Source: an optimization exercise on an open RTL-to-GDS flow (aim: a short achievable clock period and few clock cycles). Production flows keep margins and buffers that such runs may drop. In this exercise RTL edits were held to simulation tests only and were not proved equivalent to the original. Power figures rest on the tool's default switching activity, not on a simulated workload.

## MIPS_Multi
module MIPS_Multi(clk, rst, Memory_out, MemWrite, MemRead, Adr, B_out);
Settings: LEC_CHECK=0, ABC_CLOCK_PERIOD_IN_PS=1500, CAP_MARGIN=20, CORE_MARGIN=2, CORE_UTILIZATION=35, PLACE_DENSITY=0.55, SETUP_SLACK_MARGIN=4.4, SLEW_MARGIN=20, SYNTH_HIERARCHICAL=1, SYNTH_MINIMUM_KEEP_SIZE=0; clock period 7.5 ns.
run.sh (not shown) runs the stock make flow with config.mk's settings and CLKGATE_MAP_FILE= SYNTH_SCRIPT=/design/flow/synth_recipe.tcl, a recipe that flattens the netlist after the stock synthesis.
Testbench counts at the start, summed over its fixed seeds: cycles 99,136.
Rerun with:
--- a/flow/design.v
+++ b/flow/design.v
@@ -91,22 +91,20 @@
 	wire [191:0] p_n;
 	wire [9:0] dec_f;
 	opsi u_ops(.w(wf), .rf(rfv), .b_en(wb_en), .b_a(wb_a), .b_d(res_q), .ops(p_n), .dc(dec_f));
 	wire        h_en = mp ? mload : wb_en;
 	wire [3:0]  h_a = mp ? mrd : wb_a;
 	wire [31:0] h_d = mp ? Memory_out : res_q;
 	wire h_hita = h_en & (h_a == ir[19:16]);
 	wire h_hitm = h_en & (h_a == ir[3:0]);
 	wire h_hitb = h_hitm & c_dpi & ~ir[23];
 	wire h_hitd = h_en & (h_a == ir[15:12]);
-	wire [31:0] h_a_new = h_hita ? h_d : opA;
-	wire [31:0] h_b_new = h_hitb ? h_d : opB;
 	wire [3:0] e_rd = ir[15:12];
 	wire f_dti = (wf[29:21] == 9'b010000000);
 	wire f_dpi = (wf[29:24] == 6'd0);
 	wire f_logic = (wf[22:20] == 3'd3) | (wf[22:20] == 3'd4) | (wf[22:20] == 3'd5) | (wf[22:20] == 3'd7);
 	wire f_dep = e_dp & (((e_rd == wf[19:16]) & (f_dti | f_dpi)) |
 	                     ((e_rd == wf[3:0]) & ((f_dpi & (~wf[23] | f_logic)) | ((wf[29:27] == 3'b101) & wf[26]))) |
 	                     ((e_rd == wf[15:12]) & f_dti & wf[20]));
 	wire m_hit = mstore & (adr == pce);
 	wire a_oth = e_mem | e_miss | e_bls;
 	wire [31:0] a_o = e_mem ? sum1 : (e_miss ? fpce : bl_tgt);
@@ -126,27 +124,27 @@
 	wire [31:0] r_oth = mp ? Memory_out : (e_bl ? pce : lres);
 	wire [31:0] r_nxt = (sum1 & {32{use_sum}}) | (r_oth & {32{~use_sum}});
 	always @(posedge clk) begin
 		adr_q <= a_nxt;
 		adr_n <= ~a_nxt;
 		res_q <= r_nxt;
 		bo_q <= opD;
 		blm <= opM;
 		if (mp | stl) begin
 			if (h_hita) opA <= h_d;
+			if (h_hita & ~c_zx) opX <= h_d;
 			if (h_hitm) opM <= h_d;
 			if (h_hitb) opB <= h_d;
+			if (h_hitb) opY <= c_sub ? ~h_d : h_d;
 			if (h_hitd) opD <= h_d;
 		end else
-			{opA, opM, opB, opD} <= p_n[127:0];
-		opX <= (mp | stl) ? (c_zx ? 32'd0 : h_a_new) : p_n[191:160];
-		opY <= (mp | stl) ? (c_sub ? ~h_b_new : h_b_new) : p_n[159:128];
+			{opX, opY, opA, opM, opB, opD} <= p_n;
 		if (!mp && !stl && !big) begin
 			ir <= wf;
 			pce <= adr;
 			fpce <= f_seq;
 			btgt <= f_tgt;
 		end
 		if (e_big) btgt <= e_tgt;
 		if (big && bigl) btgt <= big_tgt;
 	end
 	integer k;
=>
- synthesized area climbs by 1.3%
- power drops by 0.56%
- die area climbs by 1.2%
- fmax drops by 0.35%
- worst setup slack is worse by 0.011 ns
- via count climbs by 1.7%
- sequential share of layout area climbs by 0.13 points
- register-to-register slack is about the same
Testbench counts after the change, summed over its fixed seeds: cycles 99,136.


MIPS_Multi with an RTL version that a note above also has.
For scale: ~100 I/O pins, ~72000 sq um of cells after synthesis.
clock: 7.5 ns
lec_check: 0
abc_clock_period_in_ps: 1500
cap_margin: 20
core_margin: 2
core_utilization: 35
place_density: 0.55
setup_slack_margin: 5.0
slew_margin: 20
synth_hierarchical: 1
synth_minimum_keep_size: 0
The starting point ran to the end with no violations.
Testbench counts at the start, summed over its fixed seeds: cycles 99,136.
Change:
--- a/flow/design.v
+++ b/flow/design.v
@@ -84,24 +84,19 @@
 	wire f_bnl = (wf[29:27] == 3'b101) & ~wf[26] & f_small;
 	wire f_pt = f_bnl & ((wf[31:30] == 2'b11) | e_dp | condf(wf[31:30], fZ, fN, fV));
 	wire [31:0] f_seq = adr + 32'd1;
 	wire [31:0] f_tgt;
 	tgt8 u_tgt(.adr(adr), .off(wf[7:0]), .tgt(f_tgt));
 	wire [511:0] rfv = {R[15], R[14], R[13], R[12], R[11], R[10], R[9], R[8],
 	                    R[7], R[6], R[5], R[4], R[3], R[2], R[1], R[0]};
+	wire [31:0] w_rd = (mp | stl) ? ir : wf;
 	wire [191:0] p_n;
 	wire [9:0] dec_f;
-	opsi u_ops(.w(wf), .rf(rfv), .b_en(wb_en), .b_a(wb_a), .b_d(res_q), .ops(p_n), .dc(dec_f));
-	wire        h_en = mp ? mload : wb_en;
-	wire [3:0]  h_a = mp ? mrd : wb_a;
-	wire [31:0] h_d = mp ? Memory_out : res_q;
-	wire h_hita = h_en & (h_a == ir[19:16]);
-	wire h_hitm = h_en & (h_a == ir[3:0]);
-	wire h_hitb = h_hitm & c_dpi & ~ir[23];
-	wire h_hitd = h_en & (h_a == ir[15:12]);
+	opsi u_ops(.w(w_rd), .rf(rfv), .b_en(wb_en), .b_a(wb_a), .b_d(res_q),
+	           .l_en(mp & mload), .l_a(mrd), .l_d(Memory_out), .ops(p_n), .dc(dec_f));
 	wire [3:0] e_rd = ir[15:12];
 	wire f_dti = (wf[29:21] == 9'b010000000);
 	wire f_dpi = (wf[29:24] == 6'd0);
 	wire f_logic = (wf[22:20] == 3'd3) | (wf[22:20] == 3'd4) | (wf[22:20] == 3'd5) | (wf[22:20] == 3'd7);
 	wire f_dep = e_dp & (((e_rd == wf[19:16]) & (f_dti | f_dpi)) |
 	                     ((e_rd == wf[3:0]) & ((f_dpi & (~wf[23] | f_logic)) | ((wf[29:27] == 3'b101) & wf[26]))) |
 	                     ((e_rd == wf[15:12]) & f_dti & wf[20]));
@@ -125,23 +120,15 @@
 	wire [31:0] r_nxt = (sum1 & {32{use_sum}}) | (r_oth & {32{~use_sum}});
 	always @(posedge clk) begin
 		adr_q <= a_nxt;
 		adr_n <= ~a_nxt;
 		res_q <= r_nxt;
 		bo_q <= opD;
 		blm <= opM;
-		if (mp | stl) begin
-			if (h_hita) opA <= h_d;
-			if (h_hita & ~c_zx) opX <= h_d;
-			if (h_hitm) opM <= h_d;
-			if (h_hitb) opB <= h_d;
-			if (h_hitb) opY <= c_sub ? ~h_d : h_d;
-			if (h_hitd) opD <= h_d;
-		end else
-			{opX, opY, opA, opM, opB, opD} <= p_n;
+		{opX, opY, opA, opM, opB, opD} <= p_n;
 		if (!mp && !stl && !big) begin
 			ir <= wf;
 			pce <= adr;
 			fpce <= f_seq;
 			btgt <= f_tgt;
 		end
 		if (e_big) btgt <= e_tgt;
@@ -331,20 +318,20 @@
 	wire [23:0] hi0 = adr[31:8];
 	wire [23:0] hip = adr[31:8] + 24'd1;
 	wire [23:0] him = adr[31:8] - 24'd1;
 	wire [23:0] hi_c1 = off[7] ? hi0 : hip;
 	wire [23:0] hi_c0 = off[7] ? him : hi0;
 	assign tgt = {lo[8] ? hi_c1 : hi_c0, lo[7:0]};
 endmodule
-module opsi(w, rf, b_en, b_a, b_d, ops, dc);
+module opsi(w, rf, b_en, b_a, b_d, l_en, l_a, l_d, ops, dc);
 	input [31:0] w;
 	input [511:0] rf;
-	input b_en;
-	input [3:0] b_a;
-	input [31:0] b_d;
+	input b_en, l_en;
+	input [3:0] b_a, l_a;
+	input [31:0] b_d, l_d;
 	output [191:0] ops;
 	output [9:0] dc;
 	function [31:0] ext12(input [11:0] x);
 		ext12 = {19'd0, x[11], x};
 	endfunction
 	function [9:0] dec(input [31:0] w);
 		reg [2:0] op;
@@ -367,12 +354,12 @@
 		begin
 			dc = dec(w);
 			b = ((w[29:24] == 6'd0) && !w[23]) ? m : ext12(w[11:0]);
 			prep = {dc[1] ? 32'd0 : a, dc[2] ? ~b : b, a, m, b, d};
 		end
 	endfunction
 	function [31:0] rd(input [3:0] idx);
-		rd = (b_en && b_a == idx) ? b_d : rf[idx * 32 +: 32];
+		rd = (l_en && l_a == idx) ? l_d : (b_en && b_a == idx) ? b_d : rf[idx * 32 +: 32];
 	endfunction
 	assign ops = prep(w, rd(w[19:16]), rd(w[3:0]), rd(w[15:12]));
 	assign dc = dec(w);
 endmodule
After rerunning: Worst hold slack is worse by 0.011 ns. Maximum frequency drops by about 2.2%. Via count falls by 4.5%. Cell area shrinks by about 3.5%. Critical path depth fell by 3. Routed wire length decreases by 5.1%. Setup slack gets worse by 0.076 ns.
Testbench counts after the change, summed over its fixed seeds: cycles 99,136.


## the previous run
RTL: one of the versions met above, not the one the previous note started from.
Size: roughly 100 I/O pins, about 71000 µm² of cells after synthesis.
clock: 7.5 ns
lec_check: 0
abc_clock_period_in_ps: 1500
cap_margin: 20
core_margin: 2
core_utilization: 42
place_density: 0.62
setup_slack_margin: 4.4
slew_margin: 20
synth_hierarchical: 1
synth_minimum_keep_size: 0
Testbench counts of the previous run, summed over its fixed seeds: cycles 99,136.
For the current run, these inputs were changed with respect to the previous run:
--- a/flow/design.v
+++ b/flow/design.v
@@ -91,22 +91,20 @@
 	wire [191:0] p_n;
 	wire [9:0] dec_f;
 	opsi u_ops(.w(wf), .rf(rfv), .b_en(wb_en), .b_a(wb_a), .b_d(res_q), .ops(p_n), .dc(dec_f));
 	wire        h_en = mp ? mload : wb_en;
 	wire [3:0]  h_a = mp ? mrd : wb_a;
 	wire [31:0] h_d = mp ? Memory_out : res_q;
 	wire h_hita = h_en & (h_a == ir[19:16]);
 	wire h_hitm = h_en & (h_a == ir[3:0]);
 	wire h_hitb = h_hitm & c_dpi & ~ir[23];
 	wire h_hitd = h_en & (h_a == ir[15:12]);
-	wire [31:0] h_a_new = h_hita ? h_d : opA;
-	wire [31:0] h_b_new = h_hitb ? h_d : opB;
 	wire [3:0] e_rd = ir[15:12];
 	wire f_dti = (wf[29:21] == 9'b010000000);
 	wire f_dpi = (wf[29:24] == 6'd0);
 	wire f_logic = (wf[22:20] == 3'd3) | (wf[22:20] == 3'd4) | (wf[22:20] == 3'd5) | (wf[22:20] == 3'd7);
 	wire f_dep = e_dp & (((e_rd == wf[19:16]) & (f_dti | f_dpi)) |
 	                     ((e_rd == wf[3:0]) & ((f_dpi & (~wf[23] | f_logic)) | ((wf[29:27] == 3'b101) & wf[26]))) |
 	                     ((e_rd == wf[15:12]) & f_dti & wf[20]));
 	wire m_hit = mstore & (adr == pce);
 	wire a_oth = e_mem | e_miss | e_bls;
 	wire [31:0] a_o = e_mem ? sum1 : (e_miss ? fpce : bl_tgt);
@@ -126,27 +124,27 @@
 	wire [31:0] r_oth = mp ? Memory_out : (e_bl ? pce : lres);
 	wire [31:0] r_nxt = (sum1 & {32{use_sum}}) | (r_oth & {32{~use_sum}});
 	always @(posedge clk) begin
 		adr_q <= a_nxt;
 		adr_n <= ~a_nxt;
 		res_q <= r_nxt;
 		bo_q <= opD;
 		blm <= opM;
 		if (mp | stl) begin
 			if (h_hita) opA <= h_d;
+			if (h_hita & ~c_zx) opX <= h_d;
 			if (h_hitm) opM <= h_d;
 			if (h_hitb) opB <= h_d;
+			if (h_hitb) opY <= c_sub ? ~h_d : h_d;
 			if (h_hitd) opD <= h_d;
 		end else
-			{opA, opM, opB, opD} <= p_n[127:0];
-		opX <= (mp | stl) ? (c_zx ? 32'd0 : h_a_new) : p_n[191:160];
-		opY <= (mp | stl) ? (c_sub ? ~h_b_new : h_b_new) : p_n[159:128];
+			{opX, opY, opA, opM, opB, opD} <= p_n;
 		if (!mp && !stl && !big) begin
 			ir <= wf;
 			pce <= adr;
 			fpce <= f_seq;
 			btgt <= f_tgt;
 		end
 		if (e_big) btgt <= e_tgt;
 		if (big && bigl) btgt <= big_tgt;
 	end
 	integer k;
### Flow results
The previous run has lower clock latency reported for the late side of the worst-skew pair than the current run.
Against the previous run, the current run comes in 310 lower on via count of the first global-routing pass.
Wire: the current run routes more than the previous run
The previous run consumes less power than the current run.
The current run finished every step from synthesis to the final layout, and the layout passed the timing, DRC and antenna checks.
Per the comparison of the current run with the previous run, cell area moved up, number of standard cells after synthesis decreased about 1.4%, number of combinational gates with multiple inputs lower, largest net degree at the start of global routing saw a decrease, non-clock buffer count rose by 150.
Per the comparison of the current run with the previous run, clock network power share lost 0.7 points, area growth from synthesis to final layout picked up an extra 2.1 points, share of the clock period used by the worst path lost 0.75 points.
Relative to the previous run, cell count has increased by 0.47% in the current run.
Maximum clock rate grows slightly when moving from the previous run to the current run.
Testbench counts of the current run, summed over its fixed seeds: cycles 99,136.


== 07-21 ==
Another version of the RTL of MIPS_Multi (not shown whole).
Size in the first run: ~6000 cells after synthesis, about 100 I/O pins.
clock: 7.5 ns
lec_check: 0
abc_clock_period_in_ps: 1500
cap_margin: 20
core_margin: 2
core_utilization: 35
place_density: 0.55
setup_slack_margin: 5.0
slew_margin: 20
synth_hierarchical: 1
synth_minimum_keep_size: 0
Testbench counts of 07-21, summed over its fixed seeds: cycles 99,136.
Input-level comparison between 05-16 and 07-21:
--- a/flow/design.v
+++ b/flow/design.v
@@ -28,14 +28,12 @@
 	reg [31:0] ir;
 	reg [31:0] pce;        
 	reg [31:0] fpce;       
 	reg [31:0] btgt;       
 	reg        pt;         
 	reg        c_small;    
-	reg [31:0] opX;        
-	reg [31:0] opY;        
 	reg [31:0] opA;        
 	reg [31:0] opM;        
 	reg [31:0] opB;        
 	reg [31:0] opD;        
 	reg [31:0] res_q;      
 	reg        wb_en;      
@@ -60,12 +58,14 @@
 	wire e_bl  = ex & c_bi & ir[26];
 	wire e_bls = e_bl & c_small;
 	wire e_big = ex & c_bi & ~(ir[26] ? c_small : pt);
 	wire e_inv = ex & c_inv;
 	wire e_miss = ev & ~idle & c_bi & ~ir[26] & pt & ~cond;
 	wire [31:0] sum1, sum2;
+	wire [31:0] opX = c_zx ? 32'd0 : opA;
+	wire [31:0] opY = c_sub ? ~opB : opB;
 	add32cs u_sum1(.a(opX), .b(opY), .ci(c_sub), .s(sum1));
 	add32 u_sum2(.a(opA), .b(opM), .ci(1'b0), .s(sum2));
 	wire z1 = zsum(opX, opY, c_sub);
 	wire z2 = zsum(opA, opM, 1'b0);
 	wire y31 = c_add ? opB[31] : (opB[31] ^ (opB[30:0] != 31'd0));
 	wire v1 = (opX[31] & y31 & ~sum1[31]) | (~opX[31] & ~y31 & sum1[31]);
@@ -86,13 +86,13 @@
 	wire [31:0] f_seq = adr + 32'd1;
 	wire [31:0] f_tgt;
 	tgt8 u_tgt(.adr(adr), .off(wf[7:0]), .tgt(f_tgt));
 	wire [511:0] rfv = {R[15], R[14], R[13], R[12], R[11], R[10], R[9], R[8],
 	                    R[7], R[6], R[5], R[4], R[3], R[2], R[1], R[0]};
 	wire [31:0] w_rd = (mp | stl) ? ir : wf;
-	wire [191:0] p_n;
+	wire [127:0] p_n;
 	wire [9:0] dec_f;
 	opsi u_ops(.w(w_rd), .rf(rfv), .b_en(wb_en), .b_a(wb_a), .b_d(res_q),
 	           .l_en(mp & mload), .l_a(mrd), .l_d(Memory_out), .ops(p_n), .dc(dec_f));
 	wire [3:0] e_rd = ir[15:12];
 	wire f_dti = (wf[29:21] == 9'b010000000);
 	wire f_dpi = (wf[29:24] == 6'd0);
@@ -109,25 +109,25 @@
 	                      big ? btgt :
 	                      e_miss ? fpce : f_seq;
 	wire plain = ~rst & ~mp & ~stl & ~big;
 	wire use_sum1 = plain & e_mem;
 	wire use_bl = plain & e_bls;
 	wire use_tgt = plain & ~a_oth & f_pt;
-	wire use_early = ~use_sum1 & ~use_bl;
-	wire [31:0] a_rest = (sum1 & {32{use_sum1}}) | (bl_tgt & {32{use_bl}}) | (a_early & {32{use_early}});
-	wire [31:0] a_nxt = use_tgt ? f_tgt : a_rest;
+	wire use_early = ~use_sum1 & ~use_bl & ~use_tgt;
+	wire [31:0] a_nxt = (f_tgt & {32{use_tgt}}) | (sum1 & {32{use_sum1}}) |
+	                    (bl_tgt & {32{use_bl}}) | (a_early & {32{use_early}});
 	wire use_sum = ~mp & ~e_bl & ~c_logic_res;
 	wire [31:0] r_oth = mp ? Memory_out : (e_bl ? pce : lres);
 	wire [31:0] r_nxt = (sum1 & {32{use_sum}}) | (r_oth & {32{~use_sum}});
 	always @(posedge clk) begin
 		adr_q <= a_nxt;
 		adr_n <= ~a_nxt;
 		res_q <= r_nxt;
 		bo_q <= opD;
 		blm <= opM;
-		{opX, opY, opA, opM, opB, opD} <= p_n;
+		{opA, opM, opB, opD} <= p_n;
 		if (!mp && !stl && !big) begin
 			ir <= wf;
 			pce <= adr;
 			fpce <= f_seq;
 			btgt <= f_tgt;
 		end
@@ -269,23 +269,23 @@
 		end
 	endfunction
 	wire [8:0] lo = add8(adr[7:0], off);
 	wire [23:0] hi0 = adr[31:8];
 	wire [23:0] hip = adr[31:8] + 24'd1;
 	wire [23:0] him = adr[31:8] - 24'd1;
-	wire [23:0] hi_c1 = off[7] ? hi0 : hip;
-	wire [23:0] hi_c0 = off[7] ? him : hi0;
-	assign tgt = {lo[8] ? hi_c1 : hi_c0, lo[7:0]};
+	wire up = lo[8] & ~off[7];
+	wire dn = ~lo[8] & off[7];
+	assign tgt = {(hip & {24{up}}) | (him & {24{dn}}) | (hi0 & {24{~up & ~dn}}), lo[7:0]};
 endmodule
 module opsi(w, rf, b_en, b_a, b_d, l_en, l_a, l_d, ops, dc);
 	input [31:0] w;
 	input [511:0] rf;
 	input b_en, l_en;
 	input [3:0] b_a, l_a;
 	input [31:0] b_d, l_d;
-	output [191:0] ops;
+	output [127:0] ops;
 	output [9:0] dc;
 	function [31:0] ext12(input [11:0] x);
 		ext12 = {19'd0, x[11], x};
 	endfunction
 	function [9:0] dec(input [31:0] w);
 		reg [2:0] op;
@@ -299,19 +299,17 @@
 			sub = (op == 3'd1) | (op == 3'd2) | (op == 3'd6) | neg;
 			ar = (op == 3'd0) | (op == 3'd1) | (op == 3'd2) | (op == 3'd6);
 			dec = {dti, dpi, bi, ~dti & ~dpi & ~bi, ar, op == 3'd0,
 			       dpi & ~ar & ~neg, dpi & sub, dpi & neg, op == 3'd7};
 		end
 	endfunction
-	function [191:0] prep(input [31:0] w, input [31:0] a, input [31:0] m, input [31:0] d);
-		reg [9:0] dc;
+	function [127:0] prep(input [31:0] w, input [31:0] a, input [31:0] m, input [31:0] d);
 		reg [31:0] b;
 		begin
-			dc = dec(w);
 			b = ((w[29:24] == 6'd0) && !w[23]) ? m : ext12(w[11:0]);
-			prep = {dc[1] ? 32'd0 : a, dc[2] ? ~b : b, a, m, b, d};
+			prep = {a, m, b, d};
 		end
 	endfunction
 	function [31:0] rd(input [3:0] idx);
 		rd = (l_en && l_a == idx) ? l_d : (b_en && b_a == idx) ? b_d : rf[idx * 32 +: 32];
 	endfunction
 	assign ops = prep(w, rd(w[19:16]), rd(w[3:0]), rd(w[15:12]));
### Flow results
- 07-21 reached the end of the flow, and the finished layout is clean on the timing, DRC and antenna checks.
- In summary, 05-16 completed successfully, with a layout that passed the timing, DRC and antenna checks.
- On 05-16: layout overhead on the synthesized area is 1.2 points higher than what 07-21 gave.
- Summary of 05-16 over 07-21: non-clock buffer count went down, combinational group share of total power went up, post-route fraction of the period consumed by the critical path went up, share of the final layout cell area in multi-input gates went up, total wirelength of the detailed-routed design went down.
- Via count was higher in 07-21 than in 05-16.
- The worst setup path startpoint comes out Memory_out[16] in one run and Memory_out[0] in the other, namely in 07-21 and 05-16 respectively.
- Clock network fraction of design power delta (05-16 -> 07-21): insignificant
- Comparing instance area at placement for 05-16 and 07-21, the smaller number came from 05-16.
Testbench counts of 05-16, summed over its fixed seeds: cycles 99,136.

re-timing with driven ports:
How much do the figures lean on ideal ports? The routed layouts below were timed once more, with nothing changed but the port constraints.
Step 1 sets driving cells, clkbuf_16 on the clock port and buf_2 on the other inputs (assumed; they add their load-dependent delay and slew).
Step 2 adds t to the input delays and takes it off the output delays; t is the mean of the earliest and latest rising clock arrival at the registers after step 1. Input paths then give back, and output paths get back, about the clock's delay inside the block.
a / b / c = no drivers / after step 1 / after step 2; a / b = the first two.
run | shift t [ns] | setup WS [ns] | hold WS [ns] | worst setup path at the end | slew at the worst register clock pin (ns)
the first run of note 1 | 0.867 | 4.302 / 4.145 / 3.278 | 0.340 / 0.340 / 0.340 | input to register | 0.07 / 0.07
the second run of note 1 | 0.853 | 4.291 / 3.973 / 3.121 | 0.338 / 0.338 / 0.338 | input to register | 0.07 / 0.07
the first run of note 2 | 0.887 | 4.178 / 3.978 / 3.091 | 0.335 / 0.335 / 0.335 | input to register | 0.07 / 0.07
the second run of note 2 | 0.872 | 4.102 / 4.157 / 3.285 | 0.325 / 0.325 / 0.325 | input to register | 0.07 / 0.07
the previous run | 0.841 | 4.229 / 4.078 / 3.237 | 0.340 / 0.340 / 0.340 | input to register | 0.07 / 0.07
the current run | 0.863 | 4.285 / 3.970 / 3.107 | 0.339 / 0.339 / 0.339 | input to register | 0.07 / 0.07
07-21 | 0.859 | 4.147 / 4.155 / 3.313 | 0.326 / 0.326 / 0.326 | input to register | 0.07 / 0.07
05-16 | 0.865 | 3.755 / 3.795 / 2.930 | 0.330 / 0.330 / 0.330 | input to register | 0.07 / 0.07
After both steps setup and hold are still met in every run listed. The setup slack of the current run, which loses most, moves by -0.315 ns with the drivers and by -1.178 ns with both steps.
